This design comes from an exercise in tuning for small area and a short achievable clock period on the open sky130 flow, not from production work. The RTL was checked by simulation tests, not by an equivalence proof against the original design. The clock port is modelled as an ideal driver; clocking choices that lean on that would not hold on a real chip. Power is estimated from default activity; no workload was simulated.

== purple ==
==> flow/design.v <==
module fifo_sync #(
    parameter int WIDTH = 32,
    parameter int DEPTH = 16    
)(
    input  logic                 clk,
    input  logic                 rst_n,
    input  logic                 wr_en,
    input  logic [WIDTH-1:0]     wr_data,
    output logic                 full,
    input  logic                 rd_en,
    output logic [WIDTH-1:0]     rd_data,
    output logic                 empty,
    output logic [$clog2(DEPTH+1)-1:0] level
);
    localparam int PTR_W  = $clog2(DEPTH);
    localparam int MDEPTH = DEPTH - 1;         
    logic [WIDTH-1:0] mem [0:MDEPTH-1];
    logic [WIDTH-1:0] head;
    logic [PTR_W-1:0]            wr_ptr;       
    logic [MDEPTH-1:0]           rd_sel;       
    logic [$clog2(DEPTH+1)-1:0]  count;
    logic                        full_r;       
    logic                        nonempty_r;   
    logic                        le1_r;        
    logic push, pop;
    assign push = wr_en && !full_r;
    assign pop  = rd_en && nonempty_r;
    logic mem_push, mem_pop;
    assign mem_push = push && nonempty_r && !(le1_r && rd_en);
    assign mem_pop  = pop && !le1_r;
    always_ff @(posedge clk) begin
        for (int i = 0; i < MDEPTH; i++)
            if (push && wr_ptr == PTR_W'(i)) mem[i] <= wr_data;
    end
    logic             keep;
    logic [WIDTH-1:0] head_d;
    assign keep = !rd_en && nonempty_r;
    always_comb begin
        head_d = (head & {WIDTH{keep}}) | (wr_data & {WIDTH{!keep && le1_r}});
        for (int i = 0; i < MDEPTH; i++)
            head_d = head_d | (mem[i] & {WIDTH{!keep && !le1_r && rd_sel[i]}});
    end
    always_ff @(posedge clk) begin
        head <= head_d;
    end
    always_ff @(posedge clk or negedge rst_n) begin
        if (!rst_n) begin
            wr_ptr     <= '0;
            rd_sel     <= MDEPTH'(1);
            count      <= '0;
            full_r     <= 1'b0;
            nonempty_r <= 1'b0;
            le1_r      <= 1'b1;
        end else begin
            if (mem_push) wr_ptr <= (wr_ptr == PTR_W'(MDEPTH-1)) ? '0 : wr_ptr + 1'b1;
            if (mem_pop)  rd_sel <= {rd_sel[MDEPTH-2:0], rd_sel[MDEPTH-1]};
            if (push && !pop) begin
                count      <= count + 1'b1;
                full_r     <= (count == DEPTH-1);
                nonempty_r <= 1'b1;
                le1_r      <= !nonempty_r;
            end else if (pop && !push) begin
                count      <= count - 1'b1;
                full_r     <= 1'b0;
                nonempty_r <= (count != 1);
                le1_r      <= (count <= 2);
            end
        end
    end
    assign rd_data = head;
    assign full    = count[PTR_W];
    assign empty   = !nonempty_r;
    assign level   = count;
endmodule
Settings: LEC_CHECK=0, CAP_MARGIN=20, CORE_MARGIN=2, CORE_UTILIZATION=40, SLEW_MARGIN=50; clock period 4.3 ns.
standard.sh (not shown) runs the stock make flow with config.mk's settings and CLKGATE_MAP_FILE= SYNTH_SCRIPT=/design/flow/synth_recipe.tcl, a recipe that flattens the netlist after the stock synthesis.
==> flow/flow/run.sh <==
#!/bin/bash
# Standard ORFS layout with faster port buffers, sizing free to change cell
# footprints, larger clock-sink clusters, and area-recovery passes after
# clock-tree synthesis and after global routing (flow/downsize.tcl,
# flow/grt_downsize.tcl). Timing repair aims at 2.35 ns of setup slack up to
# CTS and 2.25 ns after global routing. The tools' output goes to
# standard.log and the ORFS logs.
set -e
ARGS=(MATCH_CELL_FOOTPRINT=0
  "BUFFER_PORTS_ARGS=-buffer_cell sky130_fd_sc_hd__buf_2"
  "CTS_ARGS=-sink_clustering_enable -repair_clock_nets -sink_clustering_size 30 -sink_clustering_max_diameter 150 -dont_use_dummy_load"
  "POST_CTS_TCL=$(pwd)/flow/downsize.tcl"
  "POST_GLOBAL_ROUTE_TCL=$(pwd)/flow/grt_downsize.tcl")
bash standard.sh "${ARGS[@]}" SETUP_SLACK_MARGIN=2.35 cts > standard.log 2>&1
bash standard.sh "${ARGS[@]}" SETUP_SLACK_MARGIN=2.25 finish >> standard.log 2>&1
==> flow/flow/downsize.tcl <==
# Area recovery: try each logic cell at a smaller drive strength of the same
# function, and keep the smaller cell only if the worst setup slack does not
# drop (clock-tree cells are left alone).
proc ds_ws {} { if {[info exists ::ds_est]} { eval estimate_parasitics $::ds_est }; return [sta::worst_slack_cmd max] }
proc ds_viol {} {
  return [expr {[sta::max_slew_violation_count] + [sta::max_capacitance_violation_count]}]
}
set ds_target [expr {[ds_ws] - 0.002e-9}]
set ds_hold [expr {min(0.0, [sta::worst_slack_cmd min])}]
set ds_v0 [ds_viol]
set ds_saved 0.0
set ds_count 0
set ds_block [ord::get_db_block]
set ds_insts {}
foreach inst [$ds_block getInsts] {
  set m [[$inst getMaster] getName]
  if {![regexp {^(sky130_fd_sc_hd__[a-z0-9]+)_([0-9]+)$} $m -> base drv]} continue
  if {[string match "*clkbuf*" $base] || [string match "*clkinv*" $base] || [string match "*tap*" $base] || [string match "*fill*" $base] || [string match "*decap*" $base] || [string match "*conb*" $base]} continue
  set name [$inst getName]
  if {[string match "clkload*" $name]} continue
  if {$drv <= 1} continue
  lappend ds_insts [list $name $base $drv $m]
}
foreach e $ds_insts {
  lassign $e name base drv orig
  set cands {}
  foreach d {0 1 2 4 6 8 12} {
    if {$d >= $drv} break
    set lc [get_lib_cells -quiet */${base}_$d]
    if {[llength $lc]} { lappend cands $lc }
  }
  if {![llength $cands]} continue
  set oarea [get_property [get_lib_cells */$orig] area]
  foreach lc $cands {
    replace_cell [get_cells $name] $lc
    if {[ds_ws] >= $ds_target && [ds_viol] <= $ds_v0 && [sta::worst_slack_cmd min] >= $ds_hold} {
      set ds_saved [expr {$ds_saved + $oarea - [get_property $lc area]}]
      incr ds_count
      break
    }
    replace_cell [get_cells $name] [get_lib_cells */$orig]
  }
}
puts "downsize: violations [ds_viol] (before $ds_v0), worst hold slack [format %.3f [expr {[sta::worst_slack_cmd min]*1e9}]] ns"
puts "downsize: $ds_count cells smaller, [format %.1f $ds_saved] um2 saved, worst slack [format %.3f [expr {[ds_ws]*1e9}]] ns"
==> flow/flow/grt_downsize.tcl <==
# After global routing and its timing repair: recover area by downsizing
# cells off the critical path (flow/downsize.tcl, re-estimating the routed
# parasitics after each change), then reroute the changed nets and rewrite
# the route guides.
global_route -start_incremental
set ::ds_est -global_routing
source [file join [file dirname [info script]] downsize.tcl]
global_route -end_incremental
estimate_parasitics -global_routing
puts "downsize: after reroute, worst slack [format %.3f [expr {[sta::worst_slack_cmd max]*1e9}]] ns"
write_guides $::env(RESULTS_DIR)/route.guide
Per the final summary, purple finished and its layout is clean on timing, DRC and antenna.
Here is what was changed in the inputs of blue compared with purple.
==> flow/flow/run.sh <==
#!/bin/bash
# Standard ORFS layout with faster port buffers, sizing free to change cell
# footprints, larger clock-sink clusters, and an area-recovery pass after
# global routing (flow/grt_downsize.tcl). The tools' output goes to
# standard.log and the ORFS logs.
set -e
bash standard.sh MATCH_CELL_FOOTPRINT=0 \
  "BUFFER_PORTS_ARGS=-buffer_cell sky130_fd_sc_hd__buf_2" \
  "CTS_ARGS=-sink_clustering_enable -repair_clock_nets -sink_clustering_size 30 -sink_clustering_max_diameter 150 -dont_use_dummy_load" \
  "POST_GLOBAL_ROUTE_TCL=$(pwd)/flow/grt_downsize.tcl" SETUP_SLACK_MARGIN=2.35 finish > standard.log 2>&1
diff --git a/flow/flow/downsize.tcl b/flow/flow/downsize.tcl
--- a/flow/flow/downsize.tcl
+++ b/flow/flow/downsize.tcl
@@ -2,5 +2,5 @@
 # function, and keep the smaller cell only if the worst setup slack does not
 # drop (clock-tree cells are left alone).
-proc ds_ws {} { if {[info exists ::ds_est]} { eval estimate_parasitics $::ds_est }; return [sta::worst_slack_cmd max] }
+proc ds_ws {} { return [sta::worst_slack_cmd max] }
 proc ds_viol {} {
   return [expr {[sta::max_slew_violation_count] + [sta::max_capacitance_violation_count]}]
==> flow/flow/grt_downsize.tcl <==
# After global routing and its timing repair: recover area by downsizing
# cells off the critical path (flow/downsize.tcl), then reroute the changed
# nets and rewrite the route guides.
global_route -start_incremental
source [file join [file dirname [info script]] downsize.tcl]
global_route -end_incremental
estimate_parasitics -global_routing
write_guides $::env(RESULTS_DIR)/route.guide
## What came out
purple → blue: die area shows no meaningful change; internal power stayed essentially flat; mean number of vias per cell fell by 0.018; total via count in the routed design now sits lower. The layout from blue, despite a flow that completed every stage, fails the layout checks, with the failing checks listed as capacitance limit, slew limit. purple -> blue: power consumption flat. Clock insertion delay at the later pin of the skew report: purple vs blue — no meaningful difference. Diff purple -> blue: cell count shows no meaningful change; wire length shows an increase of about 0.46%; critical path depth shows an increase of 2. | worst-case setup margin in the final layout | blue vs purple | 970 ps lower |. Fraction of power spent switching nets of purple is on par with blue.


## run 2
// fifo_sync: RTL as listed in full above, without the edits since
==> flow/config.mk <==
export PLATFORM = sky130hd
export DESIGN_NAME = fifo_sync
export DESIGN_NICKNAME = fifo_sync
export VERILOG_FILES = /design/flow/design.v
export SDC_FILE = /design/flow/constraint.sdc
export NUM_CORES = 4
export LEC_CHECK = 0
export CAP_MARGIN = 20
export CORE_MARGIN = 2
export CORE_UTILIZATION = 40
export SLEW_MARGIN = 50
==> flow/constraint.sdc <==
create_clock -name core_clock -period 4.3 [get_ports {clk}]
set_input_delay 0.8600 -clock core_clock [delete_from_list [all_inputs] [get_ports {clk}]]
set_output_delay 0.8600 -clock core_clock [all_outputs]
set_load 0.01 [all_outputs]
==> flow/flow/run.sh <==
#!/bin/bash
# Standard ORFS layout with faster port buffers, sizing free to change cell
# footprints, larger clock-sink clusters, and an area-recovery pass after
# global routing (flow/grt_downsize.tcl). The tools' output goes to
# standard.log and the ORFS logs.
set -e
bash standard.sh MATCH_CELL_FOOTPRINT=0 \
  "BUFFER_PORTS_ARGS=-buffer_cell sky130_fd_sc_hd__buf_2" \
  "CTS_ARGS=-sink_clustering_enable -repair_clock_nets -sink_clustering_size 30 -sink_clustering_max_diameter 150 -dont_use_dummy_load" \
  "POST_GLOBAL_ROUTE_TCL=$(pwd)/flow/grt_downsize.tcl" SETUP_SLACK_MARGIN=2.35 finish > standard.log 2>&1
==> flow/flow/downsize.tcl <==
# Area recovery: try each logic cell at a smaller drive strength of the same
# function, and keep the smaller cell only if the worst setup slack does not
# drop (clock-tree cells are left alone).
proc ds_ws {} { if {[info exists ::ds_est]} { eval estimate_parasitics $::ds_est }; return [sta::worst_slack_cmd max] }
proc ds_viol {} {
  return [expr {[sta::max_slew_violation_count] + [sta::max_capacitance_violation_count]}]
}
set ds_target [expr {[ds_ws] - 0.002e-9}]
set ds_hold [expr {min(0.0, [sta::worst_slack_cmd min])}]
set ds_v0 [ds_viol]
set ds_saved 0.0
set ds_count 0
set ds_block [ord::get_db_block]
set ds_insts {}
foreach inst [$ds_block getInsts] {
  set m [[$inst getMaster] getName]
  if {![regexp {^(sky130_fd_sc_hd__[a-z0-9]+)_([0-9]+)$} $m -> base drv]} continue
  if {[string match "*clkbuf*" $base] || [string match "*clkinv*" $base] || [string match "*tap*" $base] || [string match "*fill*" $base] || [string match "*decap*" $base] || [string match "*conb*" $base]} continue
  set name [$inst getName]
  if {[string match "clkload*" $name]} continue
  if {$drv <= 1} continue
  lappend ds_insts [list $name $base $drv $m]
}
foreach e $ds_insts {
  lassign $e name base drv orig
  set cands {}
  foreach d {0 1 2 4 6 8 12} {
    if {$d >= $drv} break
    set lc [get_lib_cells -quiet */${base}_$d]
    if {[llength $lc]} { lappend cands $lc }
  }
  if {![llength $cands]} continue
  set oarea [get_property [get_lib_cells */$orig] area]
  foreach lc $cands {
    replace_cell [get_cells $name] $lc
    if {[ds_ws] >= $ds_target && [ds_viol] <= $ds_v0 && [sta::worst_slack_cmd min] >= $ds_hold} {
      set ds_saved [expr {$ds_saved + $oarea - [get_property $lc area]}]
      incr ds_count
      break
    }
    replace_cell [get_cells $name] [get_lib_cells */$orig]
  }
}
puts "downsize: violations [ds_viol] (before $ds_v0), worst hold slack [format %.3f [expr {[sta::worst_slack_cmd min]*1e9}]] ns"
puts "downsize: $ds_count cells smaller, [format %.1f $ds_saved] um2 saved, worst slack [format %.3f [expr {[ds_ws]*1e9}]] ns"
==> flow/flow/grt_downsize.tcl <==
# After global routing and its timing repair: recover area by downsizing
# cells off the critical path (flow/downsize.tcl, re-estimating the routed
# parasitics after each change), then reroute the changed nets and rewrite
# the route guides.
global_route -start_incremental
set ::ds_est -global_routing
source [file join [file dirname [info script]] downsize.tcl]
global_route -end_incremental
estimate_parasitics -global_routing
puts "downsize: after reroute, worst slack [format %.3f [expr {[sta::worst_slack_cmd max]*1e9}]] ns"
write_guides $::env(RESULTS_DIR)/route.guide
Run 2 finished every step from synthesis to the final layout, and the layout passed the timing, design-rule and antenna checks.
[inputs] run 4 vs run 2
==> flow/flow/run.sh <==
#!/bin/bash
# Standard ORFS layout with faster port buffers, sizing free to change cell
# footprints, larger clock-sink clusters, and an area-recovery pass after
# clock-tree synthesis (flow/downsize.tcl). Timing repair aims at 2.35 ns of
# setup slack up to CTS and 2.25 ns after global routing. The tools' output
# goes to standard.log and the ORFS logs.
set -e
ARGS=(MATCH_CELL_FOOTPRINT=0
  "BUFFER_PORTS_ARGS=-buffer_cell sky130_fd_sc_hd__buf_2"
  "CTS_ARGS=-sink_clustering_enable -repair_clock_nets -sink_clustering_size 30 -sink_clustering_max_diameter 150 -dont_use_dummy_load"
  "POST_CTS_TCL=$(pwd)/flow/downsize.tcl")
bash standard.sh "${ARGS[@]}" SETUP_SLACK_MARGIN=2.35 cts > standard.log 2>&1
bash standard.sh "${ARGS[@]}" SETUP_SLACK_MARGIN=2.25 finish >> standard.log 2>&1
--- a/flow/flow/downsize.tcl
+++ b/flow/flow/downsize.tcl
@@ -4 +4 @@
-proc ds_ws {} { if {[info exists ::ds_est]} { eval estimate_parasitics $::ds_est }; return [sta::worst_slack_cmd max] }
+proc ds_ws {} { return [sta::worst_slack_cmd max] }
removed: flow/flow/grt_downsize.tcl
==> comparison <==
Summary: with run 2 as the reference, non-clock buffer total of the final layout in run 4 moved up by a few percent. The lower switching part of the total power of run 2 and run 4 is in run 4. STATUS power after layout: run 4 wins against run 2.


Setup of garnet:
Another version of the RTL of fifo_sync (not shown whole).
Size in the first run: roughly 550 flip-flops, ~75 I/O pins.
## fifo_sync
module fifo_sync #(
    parameter int WIDTH = 32,
    parameter int DEPTH = 16    
)(
    input  logic                 clk,
    input  logic                 rst_n,
    input  logic                 wr_en,
    input  logic [WIDTH-1:0]     wr_data,
    output logic                 full,
    input  logic                 rd_en,
    output logic [WIDTH-1:0]     rd_data,
    output logic                 empty,
    output logic [$clog2(DEPTH+1)-1:0] level
);
clock: 4.3 ns
lec_check: 0
cap_margin: 20
core_margin: 2
core_utilization: 60
place_density: 0.72
slew_margin: 60
==> flow/flow/run.sh <==
#!/bin/bash
# Standard ORFS layout with faster port buffers and sizing free to change
# cell footprints; the tools' output goes to standard.log and the ORFS logs.
set -e
bash standard.sh MATCH_CELL_FOOTPRINT=0 \
  "BUFFER_PORTS_ARGS=-buffer_cell sky130_fd_sc_hd__buf_2" \
  SETUP_SLACK_MARGIN=2.4 CTS_CLUSTER_SIZE=30 CTS_CLUSTER_DIAMETER=150 finish > standard.log 2>&1
garnet completed; timing, DRC and antenna clean
Here is what was changed in the inputs of zinc compared with garnet.
# garnet
export LEC_CHECK = 0
export CAP_MARGIN = 20
export CORE_MARGIN = 2
export CORE_UTILIZATION = 60
export PLACE_DENSITY = 0.72
export SLEW_MARGIN = 60
create_clock -name core_clock -period 4.3 [get_ports {clk}]
# zinc
export LEC_CHECK = 0
export CAP_MARGIN = 50
export CORE_MARGIN = 2
export CORE_UTILIZATION = 40
export SLEW_MARGIN = 70
create_clock -name core_clock -period 4.3 [get_ports {clk}]
==> run summary <==
Going from garnet to zinc, setup slack saw an increase; fraction of power consumed by the clock network ~0 delta; non-clock buffer count climbed about 17%.
Comparing zinc with garnet, the power came out essentially unchanged.
garnet was routed with more vias than zinc.

-- static timing again, ports no longer ideal --
The flow's constraints put no driver on any port. The routed layouts listed below were extracted and timed again, unchanged, in two steps.
Step 1 assumes that a clkbuf_16 drives the clock port and a buf_2 every other input.
Step 2 also shifts input and output timing later by t, the mid clock arrival at the registers, as if the neighbouring blocks saw the same clock.
Slacks: ideal / step 1 / step 2; pairs: ideal / step 1.
run | t (ns) | slack for setup (ns) | worst setup path at the end | pins driven straight from the clock port
purple | 0.599 | 2.295 / 2.242 / 1.788 | input to register | 1
blue | 0.601 | 1.327 / 1.327 / 1.327 | register to register | 1
run 2 | 0.605 | 2.286 / 2.230 / 1.781 | input to register | 1
run 4 | 0.600 | 2.304 / 2.252 / 1.773 | input to register | 1
garnet | 0.599 | 2.287 / 2.235 / 1.969 | input to register | 1
zinc | 0.603 | 2.316 / 2.260 / 1.980 | input to register | 1
For run 4, which loses most, drivers alone change the setup slack by -0.052 ns; drivers and shift together by -0.531 ns.
